This is an optimization exercise on Yosys and OpenROAD, whose aim is small area, a short achievable clock period and few clock cycles, not a production implementation. The RTL was checked by simulation tests, not by an equivalence proof against the original design. Power and IR drop assume default switching activity.

==> flow/design.v <==
module SORT_IP #(parameter IP_WIDTH = 8) (
    IN_character, IN_weight,
    OUT_character
);
input [IP_WIDTH*4-1:0]  IN_character;
input [IP_WIDTH*5-1:0]  IN_weight;
output [IP_WIDTH*4-1:0] OUT_character;
generate
    if(IP_WIDTH == 3) 
    begin
        wire [3:0] index[0:2];
        wire [4:0] weight[0:2];
        wire [4:0] w[0:5];
        wire [3:0] i[0:5];
        assign index[0] = IN_character[3:0];
        assign index[1] = IN_character[7:4];
        assign index[2] = IN_character[11:8];
        assign weight[0] = IN_weight[4:0];
        assign weight[1] = IN_weight[9:5];
        assign weight[2] = IN_weight[14:10];   
        compare c0(.index_1(index[0]) ,.index_2(index[2]),.weight_1(weight[0]),.weight_2(weight[2]),.index_b(i[0]),.index_s(i[1]),.weight_b(w[0]), .weight_s(w[1]));
        compare c1(.index_1(i[0]) ,.index_2(index[1]),.weight_1(w[0]),.weight_2(weight[1]),.index_b(i[2]),.index_s(i[3]),.weight_b(w[2]), .weight_s(w[3]));
        compare c2(.index_1(i[3]) ,.index_2(i[1]),.weight_1(w[3]),.weight_2(w[1]),.index_b(i[4]),.index_s(i[5]),.weight_b(w[4]), .weight_s(w[5]));
        assign OUT_character = {i[2],i[4],i[5]};
    end
    else if(IP_WIDTH == 4)
    begin
        wire [3:0] index[0:3];
        wire [4:0] weight[0:3];
        wire [3:0] i[0:9];
        wire [4:0] w[0:9];
        assign index[0] = IN_character[3:0];
        assign index[1] = IN_character[7:4];
        assign index[2] = IN_character[11:8];
        assign index[3] = IN_character[15:12];
        assign weight[0] = IN_weight[4:0];
        assign weight[1] = IN_weight[9:5];
        assign weight[2] = IN_weight[14:10];
        assign weight[3] = IN_weight[19:15];
        compare c0(.index_1(index[0]) ,.index_2(index[2]),.weight_1(weight[0]),.weight_2(weight[2]),.index_b(i[0]),.index_s(i[2]),.weight_b(w[0]), .weight_s(w[2]));
        compare c1(.index_1(index[1]) ,.index_2(index[3]),.weight_1(weight[1]),.weight_2(weight[3]),.index_b(i[1]),.index_s(i[3]),.weight_b(w[1]), .weight_s(w[3]));
        compare c2(.index_1(i[0]) ,.index_2(i[1]),.weight_1(w[0]),.weight_2(w[1]),.index_b(i[4]),.index_s(i[5]),.weight_b(w[4]), .weight_s(w[5]));
        compare c3(.index_1(i[2]) ,.index_2(i[3]),.weight_1(w[2]),.weight_2(w[3]),.index_b(i[6]),.index_s(i[7]),.weight_b(w[6]), .weight_s(w[7]));
        compare c4(.index_1(i[5]) ,.index_2(i[6]),.weight_1(w[5]),.weight_2(w[6]),.index_b(i[8]),.index_s(i[9]),.weight_b(w[8]), .weight_s(w[9]));
        assign OUT_character = {i[4],i[8],i[9],i[7]};
    end
    else if(IP_WIDTH == 5)
    begin
        wire [3:0] index[0:4];
        wire [4:0] weight[0:4];
        wire [3:0] i[0:17];
        wire [4:0] w[0:17];
        assign index[0] = IN_character[3:0];
        assign index[1] = IN_character[7:4];
        assign index[2] = IN_character[11:8];
        assign index[3] = IN_character[15:12];
        assign index[4] = IN_character[19:16];
        assign weight[0] = IN_weight[4:0];
        assign weight[1] = IN_weight[9:5];
        assign weight[2] = IN_weight[14:10];
        assign weight[3] = IN_weight[19:15];
        assign weight[4] = IN_weight[24:20];
        compare c0(.index_1(index[0]) ,.index_2(index[3]),.weight_1(weight[0]),.weight_2(weight[3]),.index_b(i[0]),.index_s(i[2]),.weight_b(w[0]), .weight_s(w[2]));
        compare c1(.index_1(index[1]) ,.index_2(index[4]),.weight_1(weight[1]),.weight_2(weight[4]),.index_b(i[1]),.index_s(i[3]),.weight_b(w[1]), .weight_s(w[3]));
        compare c2(.index_1(i[0]) ,.index_2(index[2]),.weight_1(w[0]),.weight_2(weight[2]),.index_b(i[4]),.index_s(i[6]),.weight_b(w[4]), .weight_s(w[6]));
        compare c3(.index_1(i[1]) ,.index_2(i[2]),.weight_1(w[1]),.weight_2(w[2]),.index_b(i[5]),.index_s(i[7]),.weight_b(w[5]), .weight_s(w[7]));
        compare c4(.index_1(i[4]) ,.index_2(i[5]),.weight_1(w[4]),.weight_2(w[5]),.index_b(i[8]),.index_s(i[9]),.weight_b(w[8]), .weight_s(w[9]));
        compare c5(.index_1(i[6]) ,.index_2(i[3]),.weight_1(w[6]),.weight_2(w[3]),.index_b(i[10]),.index_s(i[11]),.weight_b(w[10]), .weight_s(w[11])); 
        compare c6(.index_1(i[9]) ,.index_2(i[10]),.weight_1(w[9]),.weight_2(w[10]),.index_b(i[12]),.index_s(i[13]),.weight_b(w[12]), .weight_s(w[13]));
        compare c7(.index_1(i[7]) ,.index_2(i[11]),.weight_1(w[7]),.weight_2(w[11]),.index_b(i[14]),.index_s(i[15]),.weight_b(w[14]), .weight_s(w[15])); 
        compare c8(.index_1(i[13]) ,.index_2(i[14]),.weight_1(w[13]),.weight_2(w[14]),.index_b(i[16]),.index_s(i[17]),.weight_b(w[16]), .weight_s(w[17]));    
        assign OUT_character = {i[8],i[12],i[16],i[17],i[15]};       
    end
    else if(IP_WIDTH == 6)
    begin
        wire [3:0] index[0:5];
        wire [4:0] weight[0:5];
        wire [3:0] i[0:23];
        wire [4:0] w[0:23];
        assign index[0] = IN_character[3:0];
        assign index[1] = IN_character[7:4];
        assign index[2] = IN_character[11:8];
        assign index[3] = IN_character[15:12];
        assign index[4] = IN_character[19:16];
        assign index[5] = IN_character[23:20];
        assign weight[0] = IN_weight[4:0];
        assign weight[1] = IN_weight[9:5];
        assign weight[2] = IN_weight[14:10];
        assign weight[3] = IN_weight[19:15];
        assign weight[4] = IN_weight[24:20];
        assign weight[5] = IN_weight[29:25];
        compare c0(.index_1(index[0]) ,.index_2(index[5]),.weight_1(weight[0]),.weight_2(weight[5]),.index_b(i[0]),.index_s(i[5]),.weight_b(w[0]), .weight_s(w[5]));
        compare c1(.index_1(index[1]) ,.index_2(index[3]),.weight_1(weight[1]),.weight_2(weight[3]),.index_b(i[1]),.index_s(i[3]),.weight_b(w[1]), .weight_s(w[3]));
        compare c2(.index_1(index[2]) ,.index_2(index[4]),.weight_1(weight[2]),.weight_2(weight[4]),.index_b(i[2]),.index_s(i[4]),.weight_b(w[2]), .weight_s(w[4]));
        compare c3(.index_1(i[1]) ,.index_2(i[2]),.weight_1(w[1]),.weight_2(w[2]),.index_b(i[6]),.index_s(i[7]),.weight_b(w[6]), .weight_s(w[7]));
        compare c4(.index_1(i[3]) ,.index_2(i[4]),.weight_1(w[3]),.weight_2(w[4]),.index_b(i[8]),.index_s(i[9]),.weight_b(w[8]), .weight_s(w[9]));
        compare c5(.index_1(i[0]) ,.index_2(i[8]),.weight_1(w[0]),.weight_2(w[8]),.index_b(i[10]),.index_s(i[12]),.weight_b(w[10]), .weight_s(w[12]));
        compare c6(.index_1(i[7]) ,.index_2(i[5]),.weight_1(w[7]),.weight_2(w[5]),.index_b(i[11]),.index_s(i[13]),.weight_b(w[11]), .weight_s(w[13]));
        compare c7(.index_1(i[10]) ,.index_2(i[6]),.weight_1(w[10]),.weight_2(w[6]),.index_b(i[14]),.index_s(i[15]),.weight_b(w[14]), .weight_s(w[15]));
        compare c8(.index_1(i[11]) ,.index_2(i[12]),.weight_1(w[11]),.weight_2(w[12]),.index_b(i[16]),.index_s(i[17]),.weight_b(w[16]), .weight_s(w[17]));
        compare c9(.index_1(i[9]) ,.index_2(i[13]),.weight_1(w[9]),.weight_2(w[13]),.index_b(i[18]),.index_s(i[19]),.weight_b(w[18]), .weight_s(w[19]));
        compare c10(.index_1(i[15]) ,.index_2(i[16]),.weight_1(w[15]),.weight_2(w[16]),.index_b(i[20]),.index_s(i[21]),.weight_b(w[20]), .weight_s(w[21]));
        compare c11(.index_1(i[17]) ,.index_2(i[18]),.weight_1(w[17]),.weight_2(w[18]),.index_b(i[22]),.index_s(i[23]),.weight_b(w[22]), .weight_s(w[23]));
        assign OUT_character = {i[14],i[20],i[21],i[22],i[23],i[19]};
    end
    else if(IP_WIDTH == 7)
    begin
        wire [3:0] index[0:6];
        wire [4:0] weight[0:6];
        wire [3:0] i[0:31];
        wire [4:0] w[0:31];
        assign index[0] = IN_character[3:0];
        assign index[1] = IN_character[7:4];
        assign index[2] = IN_character[11:8];
        assign index[3] = IN_character[15:12];
        assign index[4] = IN_character[19:16];
        assign index[5] = IN_character[23:20];
        assign index[6] = IN_character[27:24];
        assign weight[0] = IN_weight[4:0];
        assign weight[1] = IN_weight[9:5];
        assign weight[2] = IN_weight[14:10];
        assign weight[3] = IN_weight[19:15];
        assign weight[4] = IN_weight[24:20];
        assign weight[5] = IN_weight[29:25];
        assign weight[6] = IN_weight[34:30];
        compare c0(.index_1(index[0]) ,.index_2(index[6]),.weight_1(weight[0]),.weight_2(weight[6]),.index_b(i[0]),.index_s(i[1]),.weight_b(w[0]), .weight_s(w[1]));
        compare c1(.index_1(index[2]) ,.index_2(index[3]),.weight_1(weight[2]),.weight_2(weight[3]),.index_b(i[2]),.index_s(i[3]),.weight_b(w[2]), .weight_s(w[3]));
        compare c2(.index_1(index[4]) ,.index_2(index[5]),.weight_1(weight[4]),.weight_2(weight[5]),.index_b(i[4]),.index_s(i[5]),.weight_b(w[4]), .weight_s(w[5]));
        compare c3(.index_1(index[1]) ,.index_2(i[4]),.weight_1(weight[1]),.weight_2(w[4]),.index_b(i[6]),.index_s(i[7]),.weight_b(w[6]), .weight_s(w[7]));
        compare c4(.index_1(i[0]) ,.index_2(i[2]),.weight_1(w[0]),.weight_2(w[2]),.index_b(i[8]),.index_s(i[9]),.weight_b(w[8]), .weight_s(w[9]));
        compare c5(.index_1(i[3]) ,.index_2(i[1]),.weight_1(w[3]),.weight_2(w[1]),.index_b(i[10]),.index_s(i[11]),.weight_b(w[10]), .weight_s(w[11]));
        compare c6(.index_1(i[8]) ,.index_2(i[6]),.weight_1(w[8]),.weight_2(w[6]),.index_b(i[12]),.index_s(i[13]),.weight_b(w[12]), .weight_s(w[13]));
        compare c7(.index_1(i[10]) ,.index_2(i[7]),.weight_1(w[10]),.weight_2(w[7]),.index_b(i[14]),.index_s(i[15]),.weight_b(w[14]), .weight_s(w[15]));
        compare c8(.index_1(i[9]) ,.index_2(i[5]),.weight_1(w[9]),.weight_2(w[5]),.index_b(i[16]),.index_s(i[17]),.weight_b(w[16]), .weight_s(w[17]));
        compare c9(.index_1(i[13]) ,.index_2(i[16]),.weight_1(w[13]),.weight_2(w[16]),.index_b(i[18]),.index_s(i[19]),.weight_b(w[18]), .weight_s(w[19]));
        compare c10(.index_1(i[15]) ,.index_2(i[11]),.weight_1(w[15]),.weight_2(w[11]),.index_b(i[20]),.index_s(i[21]),.weight_b(w[20]), .weight_s(w[21]));
        compare c11(.index_1(i[19]) ,.index_2(i[14]),.weight_1(w[19]),.weight_2(w[14]),.index_b(i[22]),.index_s(i[23]),.weight_b(w[22]), .weight_s(w[23]));
        compare c12(.index_1(i[20]) ,.index_2(i[17]),.weight_1(w[20]),.weight_2(w[17]),.index_b(i[24]),.index_s(i[25]),.weight_b(w[24]), .weight_s(w[25]));
        compare c13(.index_1(i[18]) ,.index_2(i[22]),.weight_1(w[18]),.weight_2(w[22]),.index_b(i[26]),.index_s(i[27]),.weight_b(w[26]), .weight_s(w[27]));
        compare c14(.index_1(i[23]) ,.index_2(i[24]),.weight_1(w[23]),.weight_2(w[24]),.index_b(i[28]),.index_s(i[29]),.weight_b(w[28]), .weight_s(w[29]));
        compare c15(.index_1(i[25]) ,.index_2(i[21]),.weight_1(w[25]),.weight_2(w[21]),.index_b(i[30]),.index_s(i[31]),.weight_b(w[30]), .weight_s(w[31]));
        assign OUT_character = {i[12],i[26],i[27],i[28],i[29],i[30],i[31]};
    end
    else if(IP_WIDTH == 8)
    begin
        wire [3:0] index[7:0];
        wire [4:0] weight[7:0];
        wire [3:0] i[0:37];
        wire [4:0] w[0:37];
        assign index[0] = IN_character[3:0];
        assign index[1] = IN_character[7:4];
        assign index[2] = IN_character[11:8];
        assign index[3] = IN_character[15:12];
        assign index[4] = IN_character[19:16];
        assign index[5] = IN_character[23:20];
        assign index[6] = IN_character[27:24];
        assign index[7] = IN_character[31:28];
        assign weight[0] = IN_weight[4:0];
        assign weight[1] = IN_weight[9:5];
        assign weight[2] = IN_weight[14:10];
        assign weight[3] = IN_weight[19:15];
        assign weight[4] = IN_weight[24:20];
        assign weight[5] = IN_weight[29:25];
        assign weight[6] = IN_weight[34:30];
        assign weight[7] = IN_weight[39:35];
        compare c0(.index_1(index[1]) ,.index_2(index[3]),.weight_1(weight[1]),.weight_2(weight[3]),.index_b(i[0]),.index_s(i[1]),.weight_b(w[0]), .weight_s(w[1]));
        compare c1(.index_1(index[4]) ,.index_2(index[6]),.weight_1(weight[4]),.weight_2(weight[6]),.index_b(i[2]),.index_s(i[3]),.weight_b(w[2]), .weight_s(w[3]));
        compare c2(.index_1(index[0]) ,.index_2(index[2]),.weight_1(weight[0]),.weight_2(weight[2]),.index_b(i[4]),.index_s(i[5]),.weight_b(w[4]), .weight_s(w[5]));
        compare c3(.index_1(index[5]) ,.index_2(index[7]),.weight_1(weight[5]),.weight_2(weight[7]),.index_b(i[6]),.index_s(i[7]),.weight_b(w[6]), .weight_s(w[7]));
        compare c4(.index_1(i[4]) ,.index_2(i[2]),.weight_1(w[4]),.weight_2(w[2]),.index_b(i[8]),.index_s(i[9]),.weight_b(w[8]), .weight_s(w[9]));
        compare c5(.index_1(i[0]) ,.index_2(i[6]),.weight_1(w[0]),.weight_2(w[6]),.index_b(i[10]),.index_s(i[11]),.weight_b(w[10]), .weight_s(w[11]));     
        compare c6(.index_1(i[5]) ,.index_2(i[3]),.weight_1(w[5]),.weight_2(w[3]),.index_b(i[12]),.index_s(i[13]),.weight_b(w[12]), .weight_s(w[13]));
        compare c7(.index_1(i[1]) ,.index_2(i[7]),.weight_1(w[1]),.weight_2(w[7]),.index_b(i[14]),.index_s(i[15]),.weight_b(w[14]), .weight_s(w[15]));
        compare c8(.index_1(i[8]) ,.index_2(i[10]),.weight_1(w[8]),.weight_2(w[10]),.index_b(i[16]),.index_s(i[17]),.weight_b(w[16]), .weight_s(w[17]));
        compare c9(.index_1(i[12]) ,.index_2(i[14]),.weight_1(w[12]),.weight_2(w[14]),.index_b(i[18]),.index_s(i[19]),.weight_b(w[18]), .weight_s(w[19]));
        compare c10(.index_1(i[9]) ,.index_2(i[11]),.weight_1(w[9]),.weight_2(w[11]),.index_b(i[20]),.index_s(i[21]),.weight_b(w[20]), .weight_s(w[21]));
        compare c11(.index_1(i[13]) ,.index_2(i[15]),.weight_1(w[13]),.weight_2(w[15]),.index_b(i[22]),.index_s(i[23]),.weight_b(w[22]), .weight_s(w[23]));
        compare c12(.index_1(i[18]) ,.index_2(i[20]),.weight_1(w[18]),.weight_2(w[20]),.index_b(i[24]),.index_s(i[25]),.weight_b(w[24]), .weight_s(w[25]));
        compare c13(.index_1(i[19]) ,.index_2(i[21]),.weight_1(w[19]),.weight_2(w[21]),.index_b(i[26]),.index_s(i[27]),.weight_b(w[26]), .weight_s(w[27]));
        compare c14(.index_1(i[17]) ,.index_2(i[25]),.weight_1(w[17]),.weight_2(w[25]),.index_b(i[28]),.index_s(i[29]),.weight_b(w[28]), .weight_s(w[29]));
        compare c15(.index_1(i[26]) ,.index_2(i[22]),.weight_1(w[26]),.weight_2(w[22]),.index_b(i[30]),.index_s(i[31]),.weight_b(w[30]), .weight_s(w[31]));
        compare c16(.index_1(i[28]) ,.index_2(i[24]),.weight_1(w[28]),.weight_2(w[24]),.index_b(i[32]),.index_s(i[33]),.weight_b(w[32]), .weight_s(w[33]));
        compare c17(.index_1(i[30]) ,.index_2(i[29]),.weight_1(w[30]),.weight_2(w[29]),.index_b(i[34]),.index_s(i[35]),.weight_b(w[34]), .weight_s(w[35]));
        compare c18(.index_1(i[27]) ,.index_2(i[31]),.weight_1(w[27]),.weight_2(w[31]),.index_b(i[36]),.index_s(i[37]),.weight_b(w[36]), .weight_s(w[37]));
        assign OUT_character = {i[16],i[32],i[33],i[34],i[35],i[36],i[37],i[23]};
    end
    else
    begin
        wire [3:0] index[0:2];
        wire [4:0] weight[0:2];
        wire [4:0] w[0:5];
        wire [3:0] i[0:5];
        assign index[0] = IN_character[3:0];
        assign index[1] = IN_character[7:4];
        assign index[2] = IN_character[11:8];
        assign weight[0] = IN_weight[4:0];
        assign weight[1] = IN_weight[9:5];
        assign weight[2] = IN_weight[14:10];   
        compare c0(.index_1(index[0]) ,.index_2(index[2]),.weight_1(weight[0]),.weight_2(weight[2]),.index_b(i[0]),.index_s(i[1]),.weight_b(w[0]), .weight_s(w[1]));
        compare c1(.index_1(i[0]) ,.index_2(index[1]),.weight_1(w[0]),.weight_2(weight[1]),.index_b(i[2]),.index_s(i[3]),.weight_b(w[2]), .weight_s(w[3]));
        compare c2(.index_1(i[3]) ,.index_2(i[1]),.weight_1(w[3]),.weight_2(w[1]),.index_b(i[4]),.index_s(i[5]),.weight_b(w[4]), .weight_s(w[5]));
        assign OUT_character = {i[2],i[4],i[5]};
    end
endgenerate
endmodule
module compare(
   index_1, 
   index_2,
   weight_1,
   weight_2,
   index_b,
   index_s,
   weight_b,
   weight_s
);
input [3:0] index_1;
input [3:0] index_2;
input [4:0] weight_1;
input [4:0] weight_2;
output reg [3:0] index_b;
output reg [3:0] index_s;
output reg [4:0] weight_b;
output reg [4:0] weight_s;
always @ (*)
begin
    if(weight_1 > weight_2 || (weight_1 == weight_2 && index_1 > index_2))
    begin
        index_b = index_1;
        index_s = index_2;
        weight_b = weight_1;
        weight_s = weight_2;
    end
    else
    begin
        index_b = index_2;
        index_s = index_1;
        weight_b = weight_2;
        weight_s = weight_1;
    end
end
endmodule
module HT_TOP(
    clk,
    rst_n,
    in_valid,
    in_weight,
    out_mode,
    out_valid,
    out_code
);
input clk, rst_n, in_valid, out_mode;
input [2:0] in_weight;
output reg out_valid, out_code;
reg        vr, merge, sending;
reg  [2:0] cnt;
reg  [2:0] cur;
reg        mode;
reg  [2:0] xr;
reg  [4:0] lw [0:6];
reg  [2:0] lw7;       
reg        fill7;     
reg  [2:0] ptr [0:4];
reg  [7:0] code [0:4];
integer j, t;
function lt5;
    input [4:0] a, nb;
    integer k;
    reg c;
    begin
        c = 1'b1;
        for (k = 0; k < 5; k = k + 1)
            c = (a[k] & nb[k]) | (a[k] & c) | (nb[k] & c);
        lt5 = ~c;
    end
endfunction
wire [4:0] sum = lw[0] + lw[1];
wire [4:0] val = merge ? sum : {2'b00, xr};
reg  [9:0] lt;
reg  [4:0] lwx [0:9];
always @(*) begin
    for (j = 0; j < 7; j = j + 1) lwx[j] = lw[j];
    lwx[7] = {fill7, fill7, lw7 | {3{fill7}}};
    lwx[8] = 5'd31;
    lwx[9] = 5'd31;
    lt[8] = 1'b0;
    lt[9] = 1'b0;
    for (j = 0; j < 8; j = j + 1)
        lt[j] = lt5(lwx[j], ~val) | (!merge & (cnt < 8 - j));
    if (merge) lt[1] = 1'b1;
end
reg [2:0] ins;
always @(*) begin
    ins = 3'd0;
    for (j = 0; j < 8; j = j + 1)
        if (merge) begin
            if (lt[j+1] & !lt[j+2]) ins = j;
        end else begin
            if (lt[j] & !lt[j+1]) ins = j;
        end
end
reg [2:0] leaf [0:4];
always @(*) begin
    leaf[0] = 3'd4;                    
    leaf[1] = mode ? 3'd2 : 3'd5;      
    leaf[2] = mode ? 3'd5 : 3'd6;      
    leaf[3] = mode ? 3'd0 : 3'd7;      
    leaf[4] = mode ? 3'd1 : 3'd3;      
end
wire first = merge & (cnt == 3'd5);    
wire root = merge & (cnt == 3'd6);
wire empty = (code[0][6:0] == 7'd1);
reg  [7:0] nextcode;
always @(*)
    case (cur[1:0])
        2'd0: nextcode = code[1];
        2'd1: nextcode = code[2];
        2'd2: nextcode = code[3];
        default: nextcode = code[4];
    endcase
wire [7:0] src = empty ? nextcode : {1'b0, code[0][6:0]};
wire fin = (src[7:1] == 7'd1) & ((cur + {2'b00, empty}) == 3'd4);
always @(posedge clk) begin
    if (in_valid & !vr) mode <= out_mode;
    if (root) cur <= 3'd0;
    else if (sending) cur <= cur + {2'b00, empty};
    xr <= in_weight;
    for (j = 0; j < 7; j = j + 1)
        if (merge | lt[j])
            lw[j] <= ({5{merge & lt[j+2]}} & lwx[j+2])
                   | ({5{merge ? (lt[j+1] & ~lt[j+2]) : (lt[j] & ~lt[j+1])}} & val)
                   | ({5{merge ^ lt[j+1]}} & lwx[j+1]);
    fill7 <= merge;
    if (!merge & lt[7]) lw7 <= xr;
    for (t = 0; t < 5; t = t + 1)
        if (merge ? (ptr[t][2:1] == 2'b00) : (leaf[t] == cnt))
            ptr[t] <= ins;
        else
            ptr[t] <= lt[ptr[t]] ? (ptr[t] - {merge, !merge}) : (ptr[t] - {2'b00, merge});
    for (t = 0; t < 5; t = t + 1)
        if (vr)
            code[t] <= {code[t][6:0], cnt == 3'd7};
        else if (merge & (ptr[t][2:1] == 2'b00) & !(root & ((t == 0) | ((t == 1) & empty))))
            code[t] <= {code[t][6:0], ~ptr[t][0]};
    if (sending | (root & !empty))
        code[0] <= {1'b0, src[7:1]};
end
always @(posedge clk or negedge rst_n) begin
    if (!rst_n) begin
        vr <= 1'b0;
        merge <= 1'b0;
        sending <= 1'b0;
        cnt <= 3'd0;
        out_valid <= 1'b0;
        out_code <= 1'b0;
    end else begin
        vr <= in_valid;
        if (vr) begin
            cnt <= cnt + 3'd1;
            if (cnt == 3'd7) merge <= 1'b1;
        end else if (merge) begin
            cnt <= cnt + 3'd1;
            if (first) begin
                out_valid <= 1'b1;
                out_code <= lt[2] ^ (ptr[0][2:1] == 2'b00);
            end
            if (root) begin
                merge <= 1'b0;
                sending <= 1'b1;
                out_code <= empty ? ~ptr[1][0] : code[0][0];
                cnt <= 3'd0;
            end
        end else if (sending) begin
            out_code <= src[0];
            if (fin) sending <= 1'b0;
        end else begin
            out_valid <= 1'b0;
            out_code <= 1'b0;
        end
    end
end
endmodule
==> flow/flow/run.sh <==
#!/bin/bash
# Layout with ORFS's own scripts. Two changes from the standard layout:
#  - synthesis is the standard one except that ABC maps the logic for area
#    (flip-flops are mapped before ABC, so registers are unchanged);
#  - repair_timing aims for a larger setup margin (MARGIN ns) than the
#    standard flow settings allow. Constraints are unchanged.
set -euo pipefail
MARGIN=${MARGIN:-12.6}
HERE=$(pwd)
printf 'strash\ndch\nmap -a\nstrash\ndch\nmap -a\n' > "$HERE/area.abc"
cat > "$HERE/area_synth.tcl" <<'TCL'
proc abc {args} {
  set i [lsearch -exact $args -script]
  if {$i >= 0} {
    set args [lreplace $args [expr {$i + 1}] [expr {$i + 1}] $::env(AREA_ABC_SCRIPT)]
  }
  yosys abc {*}$args
}
TCL
cat synth_recipe.tcl >> "$HERE/area_synth.tcl"
export AREA_ABC_SCRIPT="$HERE/area.abc"
bash standard.sh SYNTH_SCRIPT="$HERE/area_synth.tcl" SETUP_SLACK_MARGIN="$MARGIN" SETUP_MOVE_SEQUENCE="unbuffer,sizeup,swap" finish > standard_flow.log 2>&1
==> flow/standard.sh <==
#!/bin/bash
# synth_recipe.tcl (not shown) runs the flow's synth.tcl, then flattens the netlist and writes it again
# the make line also repeats each setting of config.mk as NAME=value (left out here)
make -C /OpenROAD-flow-scripts/flow DESIGN_CONFIG=/design/flow/config.mk WORK_HOME=/design/flow/orfs CLKGATE_MAP_FILE= SYNTH_SCRIPT=/design/flow/synth_recipe.tcl "${@:-finish}"
==> flow/config.mk <==
export PLATFORM = sky130hd
export DESIGN_NAME = HT_TOP
export DESIGN_NICKNAME = HT_TOP
export VERILOG_FILES = /design/flow/design.v
export SDC_FILE = /design/flow/constraint.sdc
export NUM_CORES = 4
export LEC_CHECK = 0
export CAP_MARGIN = 20
export CORE_MARGIN = 2
export CORE_UTILIZATION = 70
export CTS_BUF_LIST = sky130_fd_sc_hd__clkbuf_8
export SLEW_MARGIN = 20
==> flow/constraint.sdc <==
create_clock -name core_clock -period 17.0 [get_ports {clk}]
set_input_delay 3.4000 -clock core_clock [delete_from_list [all_inputs] [get_ports {clk}]]
set_output_delay 3.4000 -clock core_clock [all_outputs]
set_load 0.01 [all_outputs]
==> notes.md, run 1 <==
Drt total wl: 15200 um
Via count: 5222
Clock Sinks: 108
Max_cap viols: 0
Fraction of layout cells with a size suffix above 1: 0.0966
EDFF count, synth: 78
Clock Skew: 0.0223 ns
First-pass GRT wire length: 24100 um
Vias in the first global route: 4864
Via-per-instance ratio: 6.71
DP HPWL: 11100 um
Arr. time, crit path: 0.95 ns
Asr flop ratio synth: 0.0741
Worst Path Max Fanout: 2
Most common cell after layout, fill and taps aside: nand2_1
Critical path class: reg2out
DRT Pass-1 Iters: 5
Initial antenna violation count: 0
CP max-delay cell: dfrtp_1
WL/cell: 19.6 um
Num CTS Buffers: 9
Avg Cell Area, Syn: 9.32 sq um
Final setup viols: 0
DIE HEIGHT: 96.6 um
CORE AREA: 8260 sq um
Core Rows: 33
Synthesized flop and latch total: 108
Relative slew slack: 0.404
DRC: 0
Worst-path cell chain: buf_2
Power per cell area: 218 nW/um^2
Crit path capture type: output pin
Slew Viols, Final: 0
Layout Cells excl Fill: 778
Min Clock Period, post-route: 4.35 ns
Synth warnings: 6
# diodes: 0
Register area share after synthesis: 0.497
Bufs on Longest Clock Path: 2
Synth Flop Type: edfxtp_1
# IOs: 9
Largest stage delay, worst path: 0.42 ns
Area growth syn-to-layout: 11.3%
I/O Buffers: 8
Htree depth: 3
Starting DRT DRC Count: 507
Required @ worst endpoint: 13.60 ns
CP startpoint kind: flip-flop
Family with the most delay on the worst path: flip-flops
Cell count after synthesis: 643
Final hold viol count: 0
Post-Place Cells: 762
DIE AREA: 9320 sq um
Largest net degree at the start of global routing: 41
Final Wtd Congestion: 0.952
Most frequent cells in the layout: nand2_1, clkinv_1, edfxtp_1
Outcome: complete, no violations
Hold crit path type: reg2reg
Setup_tns: 0 ns
Final ANT Viol Nets: 0
Chip width: 96.6 um
CTS tree: yes
R2R Setup Slk: 12.72 ns
Yosys cell types: 34
Crit share post-route: 0.256
RSZ-0062 raised after global routing: yes
Hold_buf cts: 0
Root buffer cell: clkbuf_8
Clk pin slew, worst setup/hold paths: 0.12 ns
Worst path bufs/invs: 1
Worst vdd ir: 0.162 mV
Starting Density: 0.726
Max Clk Rate: 230 MHz
Slew @ Worst Pin: 0.894 ns
Total global routing overflow: 0
Clk Latency, worst-skew pair: 0.38 ns
Cell Area, Synth: 6000 sq um
# nets final: 712
GRT Resource Usage Total: 0.340
Leakage: 2.47 nW
-- layout make-up --
cell class                 count  area, sq um
timing repair buffer          10         92.6
inverter                      86          345
clock inverter                 7          116
sequential                   108         2980
clock buffer                   9          124
multi-input combinational    453         2880
fill                         521         1590
tap                          105          131
-- through the flow --
step                      power (W)  cell area [sq um]  setup slack [ns]  utilization  hold WS (ns)
final                       0.00146               6670             12.65        0.808         0.463
after global routing        0.00155               6670             12.55        0.808         0.478
after CTS                   0.00138               6530             12.61        0.790         0.460
after detailed placement    0.00118               6240             11.72        0.756         0.434
after global placement      0.00114               6240             11.95        0.756         0.413
after floorplan            0.000981               6010             12.63            -         0.403
-- per-layer routing --
layer	GRT usage	vias up	part of all wire	routed length, um
met5	0	-	0	0
met4	0.110	0	0.020	312
met3	0.0605	38	0.087	1320
met2	0.547	315	0.48	7330
met1	0.474	2481	0.41	6280
li1	-	2388	-	-
-- logic make-up (layout without fill, tap and decap cells) --
group / Yosys count / count (layout) / share of synthesized area
other: 1 / 5 / 0.000625
adder cells (fa/ha/maj): 39 / 39 / 0.0881
buffers and inverters: 86 / 112 / 0.0538
flip-flops: 108 / 108 / 0.497
AND/OR/NAND/NOR: 177 / 177 / 0.121
multiplexers: 5 / 5 / 0.00835
XOR/XNOR: 8 / 8 / 0.0117
AO/OA/AOI/OAI: 219 / 219 / 0.219
-- what timing repair did --
item | 4_1_cts | 5_1_grt
pin swaps | 1 | 8
gates resized for setup | 28 | 48
endpoints found under the setup margin | 47 | 20
buffers inserted | 0 | 0
-- synthesized netlist by cell type, drive strengths merged, types with 4 or more instances --
| library cell | n | share of area |
|---|---|---|
| nand3 | 16 | 0.013 |
| mux2i | 5 | 0.0083 |
| dfrtp | 8 | 0.033 |
| xor2 | 5 | 0.0073 |
| o22ai | 15 | 0.016 |
| ha | 31 | 0.065 |
| a22oi | 33 | 0.041 |
| edfxtp | 78 | 0.39 |
| nand2 | 99 | 0.062 |
| clkinv | 86 | 0.054 |
| dfxtp | 22 | 0.073 |
| nor2 | 45 | 0.028 |
| fa | 6 | 0.020 |
| nor3 | 4 | 0.0033 |
| o211ai | 5 | 0.0063 |
| o221ai | 20 | 0.029 |
| a21oi | 45 | 0.038 |
| o21ai | 91 | 0.076 |
| or2 | 4 | 0.0042 |
-- flip-flops by register name, indices dropped and copies added, names as in the netlist, 3 cells and up --
name	flops
xr	3
ptr	15
lw	35
cnt	3
lw7	3
cur	3
code	39
-- path summary, 6_finish.rpt --
kind | to | cells after the start | from
setup / recovery | out_valid | 1 | out_valid
hold / removal | code[3][7] | 0 | code[3][6]
setup reg to reg | ptr[4][2] | 21 | lw[1][0]
hold reg to reg | code[3][7] | 0 | code[3][6]
min in group asynchronous | cnt[2] | 1 | rst_n
max in group asynchronous | merge | 1 | rst_n
-- power by group --
part           total, W  switching [W]  internal (W)
Sequential     0.000507      0.0000862      0.000421
Combinational  0.000761       0.000494      0.000267
Clock          0.000188       0.000101     0.0000872
Testbench counts, summed over its fixed seeds: cycles 31,181.
==> inputs of run 2 (changes only) <==
--- a/flow/flow/run.sh
+++ b/flow/flow/run.sh
@@ -19,4 +19,4 @@
 TCL
 cat synth_recipe.tcl >> "$HERE/area_synth.tcl"
 export AREA_ABC_SCRIPT="$HERE/area.abc"
-bash standard.sh SYNTH_SCRIPT="$HERE/area_synth.tcl" SETUP_SLACK_MARGIN="$MARGIN" SETUP_MOVE_SEQUENCE="unbuffer,sizeup,swap" finish > standard_flow.log 2>&1
+bash standard.sh SYNTH_SCRIPT="$HERE/area_synth.tcl" SETUP_SLACK_MARGIN="$MARGIN" SETUP_MOVE_SEQUENCE="sizeup,swap" finish > standard_flow.log 2>&1
--- a/flow/config.mk
+++ b/flow/config.mk
@@ -7,6 +7,6 @@
 export LEC_CHECK = 0
 export CAP_MARGIN = 20
 export CORE_MARGIN = 2
-export CORE_UTILIZATION = 70
+export CORE_UTILIZATION = 40
 export CTS_BUF_LIST = sky130_fd_sc_hd__clkbuf_8
 export SLEW_MARGIN = 20
==> notes.md, run 2 <==
Fraction of layout cells with a size suffix above 1: 0.0967 (was 0.0966)
CP startpoint kind: flip-flop (unchanged)
Power per cell area: 210 nW/um^2 (was 218 nW/um^2)
CORE AREA: 14600 sq um (was 8260 sq um)
Most common cell after layout, fill and taps aside: nand2_1 (unchanged)
Most frequent cell after synthesis: nand2_1 (unchanged)
Commonest cells post-synth: nand2_1, o21ai_0, clkinv_1 (unchanged)
Crit share post-route: 0.256 (about the same)
DIE HEIGHT: 126 um (was 96.6 um)
Regs by FF count: code x39, lw x35, ptr x15 (unchanged)
Critical path class: reg2out (unchanged)
Asr flop ratio synth: 0.0741 (unchanged)
Slew Viols, Final: 0 (unchanged)
Chip width: 126 um (was 96.6 um)
Synth Flop Type: edfxtp_1 (unchanged)
Power Total: 0.00141 W (was 0.00146 W)
Area growth syn-to-layout: 12.5% (was 11.3%)
Metal-1 WL: 6710 um (was 6280 um)
R2R Setup Slk: 12.74 ns (was 12.72 ns)
DRC: 0 (unchanged)
WL met2: 7130 um (was 7330 um)
Slew @ Worst Pin: 0.866 ns (was 0.894 ns)
Highest Signal Layer: met4 (unchanged)
Crit path depth: 1 (unchanged)
CTS tree: yes (unchanged)
Root buffer cell: clkbuf_8 (unchanged)
Htree depth: 3 (unchanged)
DIE AREA: 16000 sq um (was 9320 sq um)
# IOs: 9 (unchanged)
Clock Skew: 0.0144 ns (was 0.0223 ns)
Starting DRT DRC Count: 353 (was 507)
Max FFs per register: 39 (unchanged)
Clock Sinks: 108 (unchanged)
Yosys cell types: 34 (unchanged)
Total global routing overflow: 0 (unchanged)
Vias in the first global route: 4881 (was 4864)
EDFF count, synth: 78 (unchanged)
CP max-delay cell: dfrtp_1 (unchanged)
Worst vdd ir: 0.101 mV (was 0.162 mV)
Largest net degree at the start of global routing: 41 (unchanged)
Max_cap viols: 0 (unchanged)
Worst Path Max Fanout: 2 (unchanged)
Final setup viols: 0 (unchanged)
Max Clk Rate: 230 MHz (about the same)
Clk pin slew, worst setup/hold paths: 0.11 ns (was 0.12 ns)
# nets final: 711 (was 712)
Leakage: 2.46 nW (was 2.47 nW)
RR Endpoint: ptr[0][2] (was ptr[4][2])
First-pass GRT wire length: 24800 um (was 24100 um)
Largest area contributor in the netlist: edfxtp_1 (unchanged)
Worst setup startpoint: out_code (was out_valid)
Core Rows: 44 (was 33)
RSZ-0062 raised after global routing: yes (unchanged)
Initial antenna violation count: 0 (unchanged)
Cell Area, Synth: 6000 sq um (unchanged)
Min Clock Period, post-route: 4.34 ns (was 4.35 ns)
Family with the most delay on the worst path: flip-flops (unchanged)
Crit path capture: out_code (was out_valid)
Bufs on Longest Clock Path: 2 (unchanged)
Yosys top cell area share: 0.391 (unchanged)
R2R Path Start: lw[1][0] (unchanged)
GRT Resource Usage Total: 0.193 (was 0.340)
Num CTS Buffers: 9 (unchanged)
Drt total wl: 14700 um (was 15200 um)
Biggest register: code (unchanged)
Starting Density: 0.411 (was 0.726)
Arr. time, crit path: 0.94 ns (was 0.95 ns)
Final hold viol count: 0 (unchanged)
Hold_buf cts: 0 (unchanged)
Final Wtd Congestion: 0.911 (was 0.952)
Most frequent cells in the layout: nand2_1, clkinv_1, edfxtp_1 (unchanged)
Register area share after synthesis: 0.497 (unchanged)
Crit path capture type: output pin (unchanged)
Post-Place Cells: 840 (was 762)
DP HPWL: 10900 um (was 11100 um)
Via-per-instance ratio: 5.79 (was 6.71)
Fillcell total: 1347 (was 521)
Synth area leaders: edfxtp_1, o21ai_0, dfxtp_1 (unchanged)
Avg Cell Area, Syn: 9.32 sq um (unchanged)
Clk Latency, worst-skew pair: 0.39 ns (was 0.38 ns)
Worst path bufs/invs: 1 (unchanged)
Final ANT Viol Nets: 0 (unchanged)
# diodes: 0 (unchanged)
Via count: 4953 (was 5222)
Worst-path cell chain: buf_2 (unchanged)
Synthesized flop and latch total: 108 (unchanged)
Layout Cells excl Fill: 856 (was 778)
Hold crit path type: reg2reg (unchanged)
DRT Pass-1 Iters: 5 (unchanged)
WL/cell: 17.2 um (was 19.6 um)
Required @ worst endpoint: 13.60 ns (about the same)
Post CTS Setup Buffer Count: 0 (unchanged)
R2R depth: 21 (unchanged)
Met3 WL: 643 um (was 1320 um)
I/O Buffers: 8 (unchanged)
Synth warnings: 6 (unchanged)
Largest stage delay, worst path: 0.41 ns (was 0.42 ns)
Relative slew slack: 0.423 (was 0.404)
Cell count after synthesis: 643 (unchanged)
Outcome: complete, no violations (unchanged)
Setup_tns: 0 ns (unchanged)
## run 2: final cells by class
class                   count  area [sq um]  share of cell area
flip-flops and latches    108          2990               0.443
well taps                 184           230              0.0341
multi-input cells         453          2890               0.428
inverters                  86           353              0.0523
clock buffers              10           138              0.0204
clock inverters             6          70.1              0.0104
repair buffers              9          81.3              0.0121
## run 2: layer usage
layer | up-vias | GRT usage
met5 | - | 0
met1 | 2390 | 0.260
met3 | 21 | 0.0350
li1 | 2399 | -
met2 | 143 | 0.322
met4 | 0 | 0.0537
## run 2: cell families (layout without fill, tap and decap cells)
group,after synthesis,after routing,share of synthesized area
buffers and inverters,86,111,0.0538
xor gates and xnor gates,8,8,0.0117
DFF,108,108,0.497
muxes,5,5,0.00835
adders and majority gates,39,39,0.0881
other,1,5,0.000625
and+or+nand+nor,177,177,0.121
AOI/OAI and AO/OA,219,219,0.219
## run 2: worst min path at each step
stage                    start          to  slack, ns  cells past startpoint
floorplan                xr[1]      lw7[1]       0.40                      0
global placement    code[4][1]  code[4][2]       0.43                      0
detailed placement  code[4][1]  code[4][2]       0.43                      0
CTS                 code[4][1]  code[4][2]       0.46                      0
global route        code[4][1]  code[4][2]       0.47                      0
finish              code[4][1]  code[4][2]       0.46                      0
## run 2: worst register-to-register path, stage by stage (launching register included)
cell and delay [ns]:
edfxtp_1 0.45, ha_2 0.23, fa_2 0.58, or2_4 0.12
o21ai_1 0.07, buf_6 0.19, o22ai_2 0.11, o21ai_2 0.08
maj3_2 0.30, o21ai_1 0.08, o221ai_1 0.15, o211ai_1 0.20
nor2_4 0.12, o21ai_1 0.17, nand2_1 0.08, o21ai_2 0.15
ha_1 0.25, ha_2 0.18, fa_2 0.35, xor2_1 0.15
nand2_1 0.07, o21ai_1 0.06
## run 2: repair_timing
action,4_1_cts,5_1_grt
pin swaps,5,19
setup endpoints to repair,69,16
resized for setup,38,45
## run 2: power breakdown
| group | internal (W) | switching (W) | leakage, nW |
|---|---|---|---|
| sequential | 0.000421 | 0.0000914 | 1.08 |
| clock | 0.0000736 | 0.0000951 | 0.109 |
| combinational | 0.000263 | 0.000468 | 1.27 |
## run 2: metrics by stage
| stage | cell area, sq um | hold slack [ns] | util | setup slack [ns] |
|---|---|---|---|---|
| 2_1_floorplan | 6010 | 0.403 | - | 12.63 |
| 3_3_place_gp | 6330 | 0.431 | 0.434 | 11.80 |
| 3_5_place_dp | 6330 | 0.432 | 0.434 | 11.64 |
| 4_1_cts | 6620 | 0.459 | 0.454 | 12.57 |
| 5_1_grt | 6740 | 0.471 | 0.462 | 12.50 |
| 6_report | 6740 | 0.462 | 0.462 | 12.66 |
==> inputs of run 3 (changes only) <==
==> flow/flow/run.sh (replaced) <==
#!/bin/bash
# Layout with ORFS's own scripts. Changes from the standard layout:
#  - synthesis is the standard one except that ABC maps the logic for area
#    (flip-flops are mapped before ABC, so registers are unchanged);
#  - repair_timing aims for a larger setup margin (MARGIN ns) than the
#    standard flow settings allow, and repairs by resizing cells (and
#    removing buffers) rather than by adding buffers. Constraints are
#    unchanged.
#  - the port buffers start as buf_1 cells (resized as timing needs).
set -euo pipefail
MARGIN=${MARGIN:-12.6}
HERE=$(pwd)
printf 'strash\ndch\nmap -a\nstrash\ndch\nmap -a\n' > "$HERE/area.abc"
cat > "$HERE/area_synth.tcl" <<'TCL'
proc abc {args} {
  set i [lsearch -exact $args -script]
  if {$i >= 0} {
    set args [lreplace $args [expr {$i + 1}] [expr {$i + 1}] $::env(AREA_ABC_SCRIPT)]
  }
  yosys abc {*}$args
}
TCL
cat synth_recipe.tcl >> "$HERE/area_synth.tcl"
export AREA_ABC_SCRIPT="$HERE/area.abc"
bash standard.sh SYNTH_SCRIPT="$HERE/area_synth.tcl" SETUP_SLACK_MARGIN="$MARGIN" SETUP_MOVE_SEQUENCE="unbuffer,sizeup,swap" BUFFER_PORTS_ARGS="-buffer_cell sky130_fd_sc_hd__buf_1" finish > standard_flow.log 2>&1
==> notes.md, run 3 <==
Outcome: complete, no violations (unchanged)
Crit share post-route: 0.255 (was 0.256)
DP HPWL: 10900 um (about the same)
Starting Density: 0.411 (unchanged)
Drt total wl: 14700 um (about the same)
Initial antenna violation count: 0 (unchanged)
CP startpoint kind: flip-flop (unchanged)
Arr. time, crit path: 0.93 ns (was 0.94 ns)
Max_cap viols: 0 (unchanged)
Largest stage delay, worst path: 0.41 ns (about the same)
Post-route setup slack: 12.67 ns (was 12.66 ns)
Fraction of the mapped netlist area in adder cells: 0.0881 (unchanged)
Most common cell after layout, fill and taps aside: nand2_1 (unchanged)
Power Total: 0.00143 W (was 0.00141 W)
Vias in the first global route: 4752 (was 4881)
Clock Skew: 0.0131 ns (was 0.0144 ns)
Power per cell area: 212 nW/um^2 (was 210 nW/um^2)
Via count: 4820 (was 4953)
DIE AREA: 16000 sq um (unchanged)
Crit path capture type: output pin (unchanged)
Synth area leaders: edfxtp_1, o21ai_0, dfxtp_1 (unchanged)
CTS tree: yes (unchanged)
Htree depth: 3 (unchanged)
Avg Cell Area, Syn: 9.32 sq um (unchanged)
Hold_buf cts: 0 (unchanged)
# IOs: 9 (unchanged)
Synth Area in Compound Gates: 0.219 (unchanged)
Bufs on Longest Clock Path: 2 (unchanged)
Cell count after synthesis: 643 (unchanged)
Min Hold Slack: 0.463 ns (was 0.462 ns)
Yosys cell types: 34 (unchanged)
Required @ worst endpoint: 13.60 ns (about the same)
Fraction of layout cells with a size suffix above 1: 0.110 (was 0.0967)
Biggest register: code (unchanged)
Final Wtd Congestion: 0.859 (was 0.911)
Synthesized flop and latch total: 108 (unchanged)
Fillcell total: 1343 (was 1347)
Clk Latency, worst-skew pair: 0.39 ns (about the same)
Root buffer cell: clkbuf_8 (unchanged)
Num CTS Buffers: 9 (unchanged)
Post-Synth XOR/XNOR Area: 0.0117 (unchanged)
DRT Pass-1 Iters: 5 (unchanged)
Final ANT Viol Nets: 0 (unchanged)
Pre-CTS setup slack: 11.69 ns (was 11.64 ns)
Family with the most delay on the worst path: flip-flops (unchanged)
WL/cell: 17.2 um (about the same)
Cell Area, Synth: 6000 sq um (unchanged)
Post CTS Setup Buffer Count: 0 (unchanged)
DIE HEIGHT: 126 um (unchanged)
Leakage: 2.45 nW (was 2.46 nW)
GRT Resource Usage Total: 0.188 (was 0.193)
GR peak layer: met2 (unchanged)
Final setup viols: 0 (unchanged)
# nets final: 711 (unchanged)
Asr flop ratio synth: 0.0741 (unchanged)
Worst Path Max Fanout: 2 (unchanged)
Total global routing overflow: 0 (unchanged)
Max FFs per register: 39 (unchanged)
Setup_tns: 0 ns (unchanged)
DRC: 0 (unchanged)
Largest area contributor in the netlist: edfxtp_1 (unchanged)
Yosys top cell area share: 0.391 (unchanged)
Slew Viols, Final: 0 (unchanged)
Met2 usage: 0.310 (was 0.322)
Critical path class: reg2out (unchanged)
Clk pin slew, worst setup/hold paths: 0.11 ns (about the same)
Worst path bufs/invs: 1 (unchanged)
Most frequent cells in the layout: nand2_1, clkinv_1, edfxtp_1 (unchanged)
Slew @ Worst Pin: 0.916 ns (was 0.866 ns)
Starting DRT DRC Count: 368 (was 353)
Mux contribution to synthesized area: 0.00835 (unchanged)
Worst-path cell chain: clkbuf_2 (was buf_2)
Grt met3 use: 0.0384 (was 0.0350)
Core Rows: 44 (unchanged)
Via-per-instance ratio: 5.63 (was 5.79)
Worst vdd ir: 0.0991 mV (was 0.101 mV)
Max Clk Rate: 231 MHz (was 230 MHz)
Register area share after synthesis: 0.497 (unchanged)
Synth warnings: 6 (unchanged)
RSZ-0062 raised after global routing: no (was yes)
Area growth syn-to-layout: 12.8% (was 12.5%)
EDFF count, synth: 78 (unchanged)
# diodes: 0 (unchanged)
Hold crit path type: reg2reg (unchanged)
Commonest cells post-synth: nand2_1, o21ai_0, clkinv_1 (unchanged)
Synth Area in Simple Gates: 0.121 (unchanged)
I/O Buffers: 8 (unchanged)
CORE AREA: 14600 sq um (unchanged)
Min Clock Period, post-route: 4.33 ns (was 4.34 ns)
Final hold viol count: 0 (unchanged)
Regs by FF count: code x39, lw x35, ptr x15 (unchanged)
First-pass GRT wire length: 24100 um (was 24800 um)
Grt met1 use: 0.252 (was 0.260)
Synth Flop Type: edfxtp_1 (unchanged)
Chip width: 126 um (unchanged)
Largest net degree at the start of global routing: 41 (unchanged)
Relative slew slack: 0.389 (was 0.423)
CP max-delay cell: dfrtp_1 (unchanged)
Largest family of logic cells by synthesized area: compound AO/OA/AOI/OAI gates (unchanged)
Clock Sinks: 108 (unchanged)
Most frequent cell after synthesis: nand2_1 (unchanged)
==> run 3: cell counts after synthesis <==
Identical to the previous run, type by type.
==> run 3: stage by stage <==
| stage | instances | utilization | area (sq um) |
|---|---|---|---|
| 2_1_floorplan | 647 | - | 6010 |
| 3_3_place_gp | 840 | 0.431 | 6280 |
| 3_5_place_dp | 840 | 0.431 | 6280 |
| 4_1_cts | 856 | 0.451 | 6590 |
| 5_1_grt | 856 | 0.464 | 6760 |
| 6_report | 856 | 0.464 | 6760 |
==> run 3: area by class of cell <==
| type | count | area [sq um] | area share |
|---|---|---|---|
| Tap cell | 184 | 230 | 0.0340 |
| Clock inverter | 6 | 76.3 | 0.0113 |
| Inverter | 86 | 353 | 0.0522 |
| Timing Repair Buffer | 9 | 38.8 | 0.00573 |
| Sequential cell | 108 | 2990 | 0.442 |
| Multi-Input combinational cell | 453 | 2940 | 0.435 |
| Clock buffer | 10 | 138 | 0.0203 |
==> run 3: report_power, final <==
group	switching [W]	total, W	leakage (nW)	internal, W
Sequential	0.0000919	0.000513	1.08	0.000421
Clock	0.0000973	0.000172	0.111	0.0000752
Combinational	0.000477	0.000749	1.25	0.000272
Total	0.000666	0.00143	2.45	0.000768
==> run 3: final timing paths <==
path	end	start	depth (start not counted)	slack, ns
worst max-delay path	out_code	out_code	1	12.67
worst min-delay path	code[2][5]	code[2][4]	0	0.46
worst max register to register	ptr[1][2]	merge	19	12.78
worst min register to register	code[2][5]	code[2][4]	0	0.46
max in group asynchronous	merge	rst_n	1	13.76
min in group asynchronous	sending	rst_n	1	2.90
==> run 3: what timing repair did <==
action / CTS / global route
pin swaps: 3 / 14
gates cloned: 0 / 0
resized for setup: 26 / 62
setup endpoints to repair: 55 / 11
==> run 3: metal layers <==
| metal | share of wire | vias up |
|---|---|---|
| li1 | - | 2387 |
| met1 | 0.47 | 2296 |
| met2 | 0.47 | 117 |
| met3 | 0.041 | 20 |
| met4 | 0.016 | 0 |
| met5 | 0 | - |
==> run 3: cell families (layout without fill, tap and decap cells) <==
kind of cell               Yosys count  after routing
buffers and inverters               86            111
AOI/OAI and AO/OA                  219            219
other                                1              5
adders and majority gates           39             39
muxes                                5              5
xor gates and xnor gates             8              8
and+or+nand+nor                    177            177
DFF                                108            108
==> inputs of run 4 (changes only) <==
--- a/flow/flow/run.sh
+++ b/flow/flow/run.sh
@@ -6,7 +6,6 @@
 #    standard flow settings allow, and repairs by resizing cells (and
 #    removing buffers) rather than by adding buffers. Constraints are
 #    unchanged.
-#  - the port buffers start as buf_1 cells (resized as timing needs).
 set -euo pipefail
 MARGIN=${MARGIN:-12.6}
 HERE=$(pwd)
@@ -22,4 +21,4 @@
 TCL
 cat synth_recipe.tcl >> "$HERE/area_synth.tcl"
 export AREA_ABC_SCRIPT="$HERE/area.abc"
-bash standard.sh SYNTH_SCRIPT="$HERE/area_synth.tcl" SETUP_SLACK_MARGIN="$MARGIN" SETUP_MOVE_SEQUENCE="unbuffer,sizeup,swap" BUFFER_PORTS_ARGS="-buffer_cell sky130_fd_sc_hd__buf_1" finish > standard_flow.log 2>&1
+bash standard.sh SYNTH_SCRIPT="$HERE/area_synth.tcl" SETUP_SLACK_MARGIN="$MARGIN" SETUP_MOVE_SEQUENCE="unbuffer,sizeup,swap" finish > standard_flow.log 2>&1
==> notes.md, run 4 <==
Outcome: complete, no violations (unchanged)
Synthesized flop and latch total: 108 (unchanged)
Relative slew slack: 0.423 (was 0.389)
Min Clock Period, post-route: 4.34 ns (was 4.33 ns)
Core Rows: 44 (unchanged)
Family with the most delay on the worst path: flip-flops (unchanged)
Final Wtd Congestion: 0.911 (was 0.859)
Final setup viols: 0 (unchanged)
DIE AREA: 16000 sq um (unchanged)
Synth area leaders: edfxtp_1, o21ai_0, dfxtp_1 (unchanged)
Starting DRT DRC Count: 353 (was 368)
Total global routing overflow: 0 (unchanged)
Synth Flop Type: edfxtp_1 (unchanged)
Worst Path Max Fanout: 2 (unchanged)
Via-per-instance ratio: 5.79 (was 5.63)
Final hold viol count: 0 (unchanged)
EDFF count, synth: 78 (unchanged)
Via count: 4953 (was 4820)
Most common cell after layout, fill and taps aside: nand2_1 (unchanged)
Slew @ Worst Pin: 0.866 ns (was 0.916 ns)
# IOs: 9 (unchanged)
GRT Resource Usage Total: 0.193 (was 0.188)
Post-route setup slack: 12.66 ns (was 12.67 ns)
Num CTS Buffers: 9 (unchanged)
Clk Latency, worst-skew pair: 0.39 ns (about the same)
Critical path class: reg2out (unchanged)
WL/cell: 17.2 um (about the same)
Clk pin slew, worst setup/hold paths: 0.11 ns (about the same)
Max Clk Rate: 230 MHz (was 231 MHz)
Regs by FF count: code x39, lw x35, ptr x15 (unchanged)
Most frequent cells in the layout: nand2_1, clkinv_1, edfxtp_1 (unchanged)
Cell count after synthesis: 643 (unchanged)
Power Total: 0.00141 W (was 0.00143 W)
Crit path capture type: output pin (unchanged)
Crit share post-route: 0.256 (was 0.255)
Largest stage delay, worst path: 0.41 ns (about the same)
Worst vdd ir: 0.101 mV (was 0.0991 mV)
CP max-delay cell: dfrtp_1 (unchanged)
CTS tree: yes (unchanged)
Leakage: 2.46 nW (was 2.45 nW)
RSZ-0062 raised after global routing: yes (was no)
Yosys cell types: 34 (unchanged)
Required @ worst endpoint: 13.60 ns (about the same)
Register area share after synthesis: 0.497 (unchanged)
Commonest cells post-synth: nand2_1, o21ai_0, clkinv_1 (unchanged)
Setup_tns: 0 ns (unchanged)
CORE AREA: 14600 sq um (unchanged)
Post-layout util: 0.462 (was 0.464)
Cell Area, Synth: 6000 sq um (unchanged)
Largest area contributor in the netlist: edfxtp_1 (unchanged)
DIE HEIGHT: 126 um (unchanged)
Most frequent cell after synthesis: nand2_1 (unchanged)
Drt total wl: 14700 um (about the same)
DRT Pass-1 Iters: 5 (unchanged)
Worst-path cell chain: buf_2 (was clkbuf_2)
Biggest register: code (unchanged)
# nets final: 711 (unchanged)
Asr flop ratio synth: 0.0741 (unchanged)
Min Hold Slack: 0.462 ns (was 0.463 ns)
Slew Viols, Final: 0 (unchanged)
Fraction of layout cells with a size suffix above 1: 0.0967 (was 0.110)
Worst path bufs/invs: 1 (unchanged)
Largest net degree at the start of global routing: 41 (unchanged)
Clock Skew: 0.0144 ns (was 0.0131 ns)
Initial antenna violation count: 0 (unchanged)
Pre-CTS setup slack: 11.64 ns (was 11.69 ns)
Vias in the first global route: 4881 (was 4752)
Clock Sinks: 108 (unchanged)
Htree depth: 3 (unchanged)
Post CTS Setup Buffer Count: 0 (unchanged)
I/O Buffers: 8 (unchanged)
Max FFs per register: 39 (unchanged)
Hold crit path type: reg2reg (unchanged)
Area growth syn-to-layout: 12.5% (was 12.8%)
DRC: 0 (unchanged)
Yosys top cell area share: 0.391 (unchanged)
Max_cap viols: 0 (unchanged)
Avg Cell Area, Syn: 9.32 sq um (unchanged)
# diodes: 0 (unchanged)
Final ANT Viol Nets: 0 (unchanged)
Arr. time, crit path: 0.94 ns (was 0.93 ns)
Bufs on Longest Clock Path: 2 (unchanged)
Starting Density: 0.411 (unchanged)
Power per cell area: 210 nW/um^2 (was 212 nW/um^2)
First-pass GRT wire length: 24800 um (was 24100 um)
CP startpoint kind: flip-flop (unchanged)
Root buffer cell: clkbuf_8 (unchanged)
DP HPWL: 10900 um (about the same)
Chip width: 126 um (unchanged)
Synth warnings: 6 (unchanged)
==> run 4: kinds of logic (layout without fill, tap and decap cells) <==
group,Yosys count,in the layout,share of synthesized area
buf+inv,86,111,0.0538
compound gates,219,219,0.219
simple gates,177,177,0.121
other cells,1,5,0.000625
mux,5,5,0.00835
fa+ha+maj,39,39,0.0881
flops,108,108,0.497
xor+xnor,8,8,0.0117
==> run 4: per-layer routing <==
layer	wire length [um]	global-route usage
met3	643	0.0350
met4	220	0.0537
met1	6710	0.260
met5	0	0
met2	7130	0.322
==> run 4: what timing repair did <==
item                                    4_1_cts  5_1_grt
hold buffers                                  0        0
resized for setup                            38       45
endpoints found under the setup margin       69       16
pin swaps                                     5       19
==> run 4: final cells by class <==
cell class / instances / area, sq um
Inverter: 86 / 353
Fill cell: 1347 / 7850
Clock inverter: 6 / 70.1
Timing Repair Buffer: 9 / 81.3
Clock buffer: 10 / 138
Multi-Input combinational cell: 453 / 2890
Sequential cell: 108 / 2990
Tap cell: 184 / 230
==> run 4: final timing paths <==
| path | from | to | slack, ns | cells past startpoint |
|---|---|---|---|---|
| worst max register to register | lw[1][0] | ptr[0][2] | 12.74 | 21 |
| worst min register to register | code[4][1] | code[4][2] | 0.46 | 0 |
| min in group asynchronous | rst_n | merge | 3.28 | 1 |
| worst max-delay path | out_code | out_code | 12.66 | 1 |
| worst min-delay path | code[4][1] | code[4][2] | 0.46 | 0 |
| max in group asynchronous | rst_n | merge | 13.42 | 1 |
==> run 4: worst reg2reg max path, delay by kind of cell (launching register included) <==
family          cells  cell delay [ns]
fa+ha+maj           6             1.89
buf+inv             1             0.19
flops               1             0.45
compound gates      9             1.07
xor+xnor            1             0.15
simple gates        4             0.39
==> run 4: power by group <==
part	switching (W)	internal (W)	leakage, nW
Sequential	0.0000914	0.000421	1.08
Combinational	0.000468	0.000263	1.27
Clock	0.0000951	0.0000736	0.109
==> run 4: stage by stage <==
step / instance area [sq um] / instances
after floorplan: 6010 / 647
after global placement: 6330 / 840
after detailed placement: 6330 / 840
after CTS: 6620 / 856
after global routing: 6740 / 856
final: 6740 / 856
==> inputs of run 5 (changes only) <==
--- a/flow/config.mk
+++ b/flow/config.mk
@@ -8,5 +8,5 @@
 export CAP_MARGIN = 20
 export CORE_MARGIN = 2
 export CORE_UTILIZATION = 40
-export CTS_BUF_LIST = sky130_fd_sc_hd__clkbuf_8
+export CTS_BUF_LIST = sky130_fd_sc_hd__clkbuf_4 sky130_fd_sc_hd__clkbuf_8
 export SLEW_MARGIN = 20
==> notes.md, run 5 <==
Max_cap viols: 0 (unchanged)
Asr flop ratio synth: 0.0741 (unchanged)
Setup_tns: 0 ns (unchanged)
Final Wtd Congestion: 0.911 (unchanged)
Synthesized flop and latch total: 108 (unchanged)
Crit path capture type: output pin (unchanged)
CP max-delay cell: dfrtp_1 (unchanged)
Biggest register: code (unchanged)
Max FFs per register: 39 (unchanged)
Min Clock Period, post-route: 4.34 ns (unchanged)
Initial antenna violation count: 0 (unchanged)
EDFF count, synth: 78 (unchanged)
Via count: 4953 (unchanged)
Final setup viols: 0 (unchanged)
Total global routing overflow: 0 (unchanged)
Critical path class: reg2out (unchanged)
Worst hold path cell count: 0 (unchanged)
Cell count after synthesis: 643 (unchanged)
Final ANT Viol Nets: 0 (unchanged)
Crit share post-route: 0.256 (unchanged)
Num CTS Buffers: 9 (unchanged)
Hold crit path type: reg2reg (unchanged)
Worst path bufs/invs: 1 (unchanged)
Root buffer cell: clkbuf_8 (unchanged)
Worst Path Max Fanout: 2 (unchanged)
Final hold viol count: 0 (unchanged)
CP startpoint kind: flip-flop (unchanged)
Synth warnings: 6 (unchanged)
Avg Cell Area, Syn: 9.32 sq um (unchanged)
Starting DRT DRC Count: 353 (unchanged)
Post-Place Cells: 840 (unchanged)
Most frequent cells in the layout: nand2_1, clkinv_1, edfxtp_1 (unchanged)
DP HPWL: 10900 um (unchanged)
Core Rows: 44 (unchanged)
Commonest cells post-synth: nand2_1, o21ai_0, clkinv_1 (unchanged)
Chip width: 126 um (unchanged)
R2R depth: 21 (unchanged)
First-pass GRT wire length: 24800 um (unchanged)
Max Clk Rate: 230 MHz (unchanged)
Synth Flop Type: edfxtp_1 (unchanged)
Crit path depth: 1 (unchanged)
Layout Cells excl Fill: 856 (unchanged)
DRT Pass-1 Iters: 5 (unchanged)
Power Total: 0.00141 W (unchanged)
Cell Area, Synth: 6000 sq um (unchanged)
WL/cell: 17.2 um (unchanged)
Yosys top cell area share: 0.391 (unchanged)
Power per cell area: 210 nW/um^2 (unchanged)
Arr. time, crit path: 0.94 ns (about the same)
Regs by FF count: code x39, lw x35, ptr x15 (unchanged)
Vias in the first global route: 4881 (unchanged)
# diodes: 0 (unchanged)
Register area share after synthesis: 0.497 (unchanged)
Synth area leaders: edfxtp_1, o21ai_0, dfxtp_1 (unchanged)
Required @ worst endpoint: 13.60 ns (about the same)
# nets final: 711 (unchanged)
Bufs on Longest Clock Path: 2 (unchanged)
Fraction of layout cells with a size suffix above 1: 0.0967 (unchanged)
DIE HEIGHT: 126 um (unchanged)
Leakage: 2.46 nW (unchanged)
DIE AREA: 16000 sq um (unchanged)
Post-layout util: 0.462 (unchanged)
R2R Setup Slk: 12.74 ns (about the same)
Largest stage delay, worst path: 0.41 ns (about the same)
Largest area contributor in the netlist: edfxtp_1 (unchanged)
Clk pin slew, worst setup/hold paths: 0.11 ns (about the same)
Clk Latency, worst-skew pair: 0.39 ns (about the same)
Outcome: complete, no violations (unchanged)
CORE AREA: 14600 sq um (unchanged)
Area growth syn-to-layout: 12.5% (unchanged)
CTS tree: yes (unchanged)
GRT Resource Usage Total: 0.193 (unchanged)
Largest net degree at the start of global routing: 41 (unchanged)
Via-per-instance ratio: 5.79 (unchanged)
RSZ-0062 raised after global routing: yes (unchanged)
Min Hold Slack: 0.462 ns (unchanged)
Slew Viols, Final: 0 (unchanged)
Yosys cell types: 34 (unchanged)
Most frequent cell after synthesis: nand2_1 (unchanged)
Worst-path cell chain: buf_2 (unchanged)
# IOs: 9 (unchanged)
Starting Density: 0.411 (unchanged)
Relative slew slack: 0.423 (unchanged)
Post CTS Setup Buffer Count: 0 (unchanged)
Htree depth: 3 (unchanged)
Clock Skew: 0.0144 ns (unchanged)
Most common cell after layout, fill and taps aside: nand2_1 (unchanged)
Drt total wl: 14700 um (unchanged)
Hold_buf cts: 0 (unchanged)
I/O Buffers: 8 (unchanged)
Family with the most delay on the worst path: flip-flops (unchanged)
DRC: 0 (unchanged)
Worst vdd ir: 0.101 mV (unchanged)
Slew @ Worst Pin: 0.866 ns (unchanged)
Clock Sinks: 108 (unchanged)
## run 5: path summary, 6_finish.rpt
kind                                  from         end
worst min register to register  code[4][1]  code[4][2]
min in group asynchronous            rst_n       merge
worst max register to register    lw[1][0]   ptr[0][2]
worst min-delay path            code[4][1]  code[4][2]
worst max-delay path              out_code    out_code
max in group asynchronous            rst_n       merge
## run 5: repair_timing
item                                   4_1_cts  5_1_grt
setup endpoints to repair                   69       16
gates resized for setup                     38       45
endpoints found under the hold margin        0        0
pin swaps                                    5       19
## run 5: logic make-up after synthesis
kind of cell	share of synthesized area
compound gates	0.219
xor+xnor	0.0117
fa+ha+maj	0.0881
buf+inv	0.0538
flops	0.497
mux	0.00835
other cells	0.000625
simple gates	0.121
## run 5: cell type report
cell class              count  area [sq um]
fillers                  1347          7850
inverters                  86           353
flip-flops and latches    108          2990
clock buffers              10           138
well taps                 184           230
clock inverters             6          70.1
multi-input cells         453          2890
repair buffers              9          81.3
## run 5: power by group
part / switching (W) / internal, W
logic: 0.000468 / 0.000263
clock network: 0.0000951 / 0.0000736
registers: 0.0000914 / 0.000421
total: 0.000655 / 0.000758
## run 5: per-stage QoR
stage / instance area (sq um) / setup slack, ns
3_3_place_gp: 6330 / 11.80
2_1_floorplan: 6010 / 12.63
5_1_grt: 6740 / 12.50
6_report: 6740 / 12.66
4_1_cts: 6620 / 12.57
3_5_place_dp: 6330 / 11.64
## run 5: metal layers
layer | vias up | GRT usage | share of wire
met3 | 21 | 0.0350 | 0.044
met4 | 0 | 0.0537 | 0.015
met5 | - | 0 | 0
li1 | 2399 | - | -
met1 | 2390 | 0.260 | 0.46
met2 | 143 | 0.322 | 0.48

-- re-timing with driven ports --
How much do the figures lean on ideal ports? The routed layouts below were timed once more, with nothing changed but the port constraints.
Step 1, drivers: a clkbuf_16 drives clk and a buf_2 each remaining input, both assumed.
Step 2, shift: input delay + t, output delay - t, t = (earliest + latest rising clock arrival at the registers) / 2. This alone moves slack from input paths to output paths.
Slacks: no drivers / after step 1 / after step 2; pairs: no drivers / after step 1.
run | shift t [ns] | slack for setup (ns) | worst hold slack (ns) | clock arrival spread, ns | slew at the worst register clock pin (ns)
run 1 | 0.403 | 12.655 / 12.624 / 12.549 | 0.463 / 0.463 / 0.463 | 0.023 / 0.022 | 0.12 / 0.12
run 2 | 0.421 | 12.656 / 12.620 / 12.674 | 0.462 / 0.462 / 0.462 | 0.016 / 0.015 | 0.11 / 0.11
run 3 | 0.422 | 12.668 / 12.631 / 12.784 | 0.463 / 0.463 / 0.463 | 0.014 / 0.014 | 0.11 / 0.11
run 4 | 0.421 | 12.656 / 12.620 / 12.674 | 0.462 / 0.462 / 0.462 | 0.016 / 0.015 | 0.11 / 0.11
run 5 | 0.421 | 12.656 / 12.620 / 12.674 | 0.462 / 0.462 / 0.462 | 0.016 / 0.015 | 0.11 / 0.11
After both steps every run listed still meets setup and hold. For run 1, which loses most, drivers alone change the setup slack by -0.031 ns; drivers and shift together by -0.106 ns.
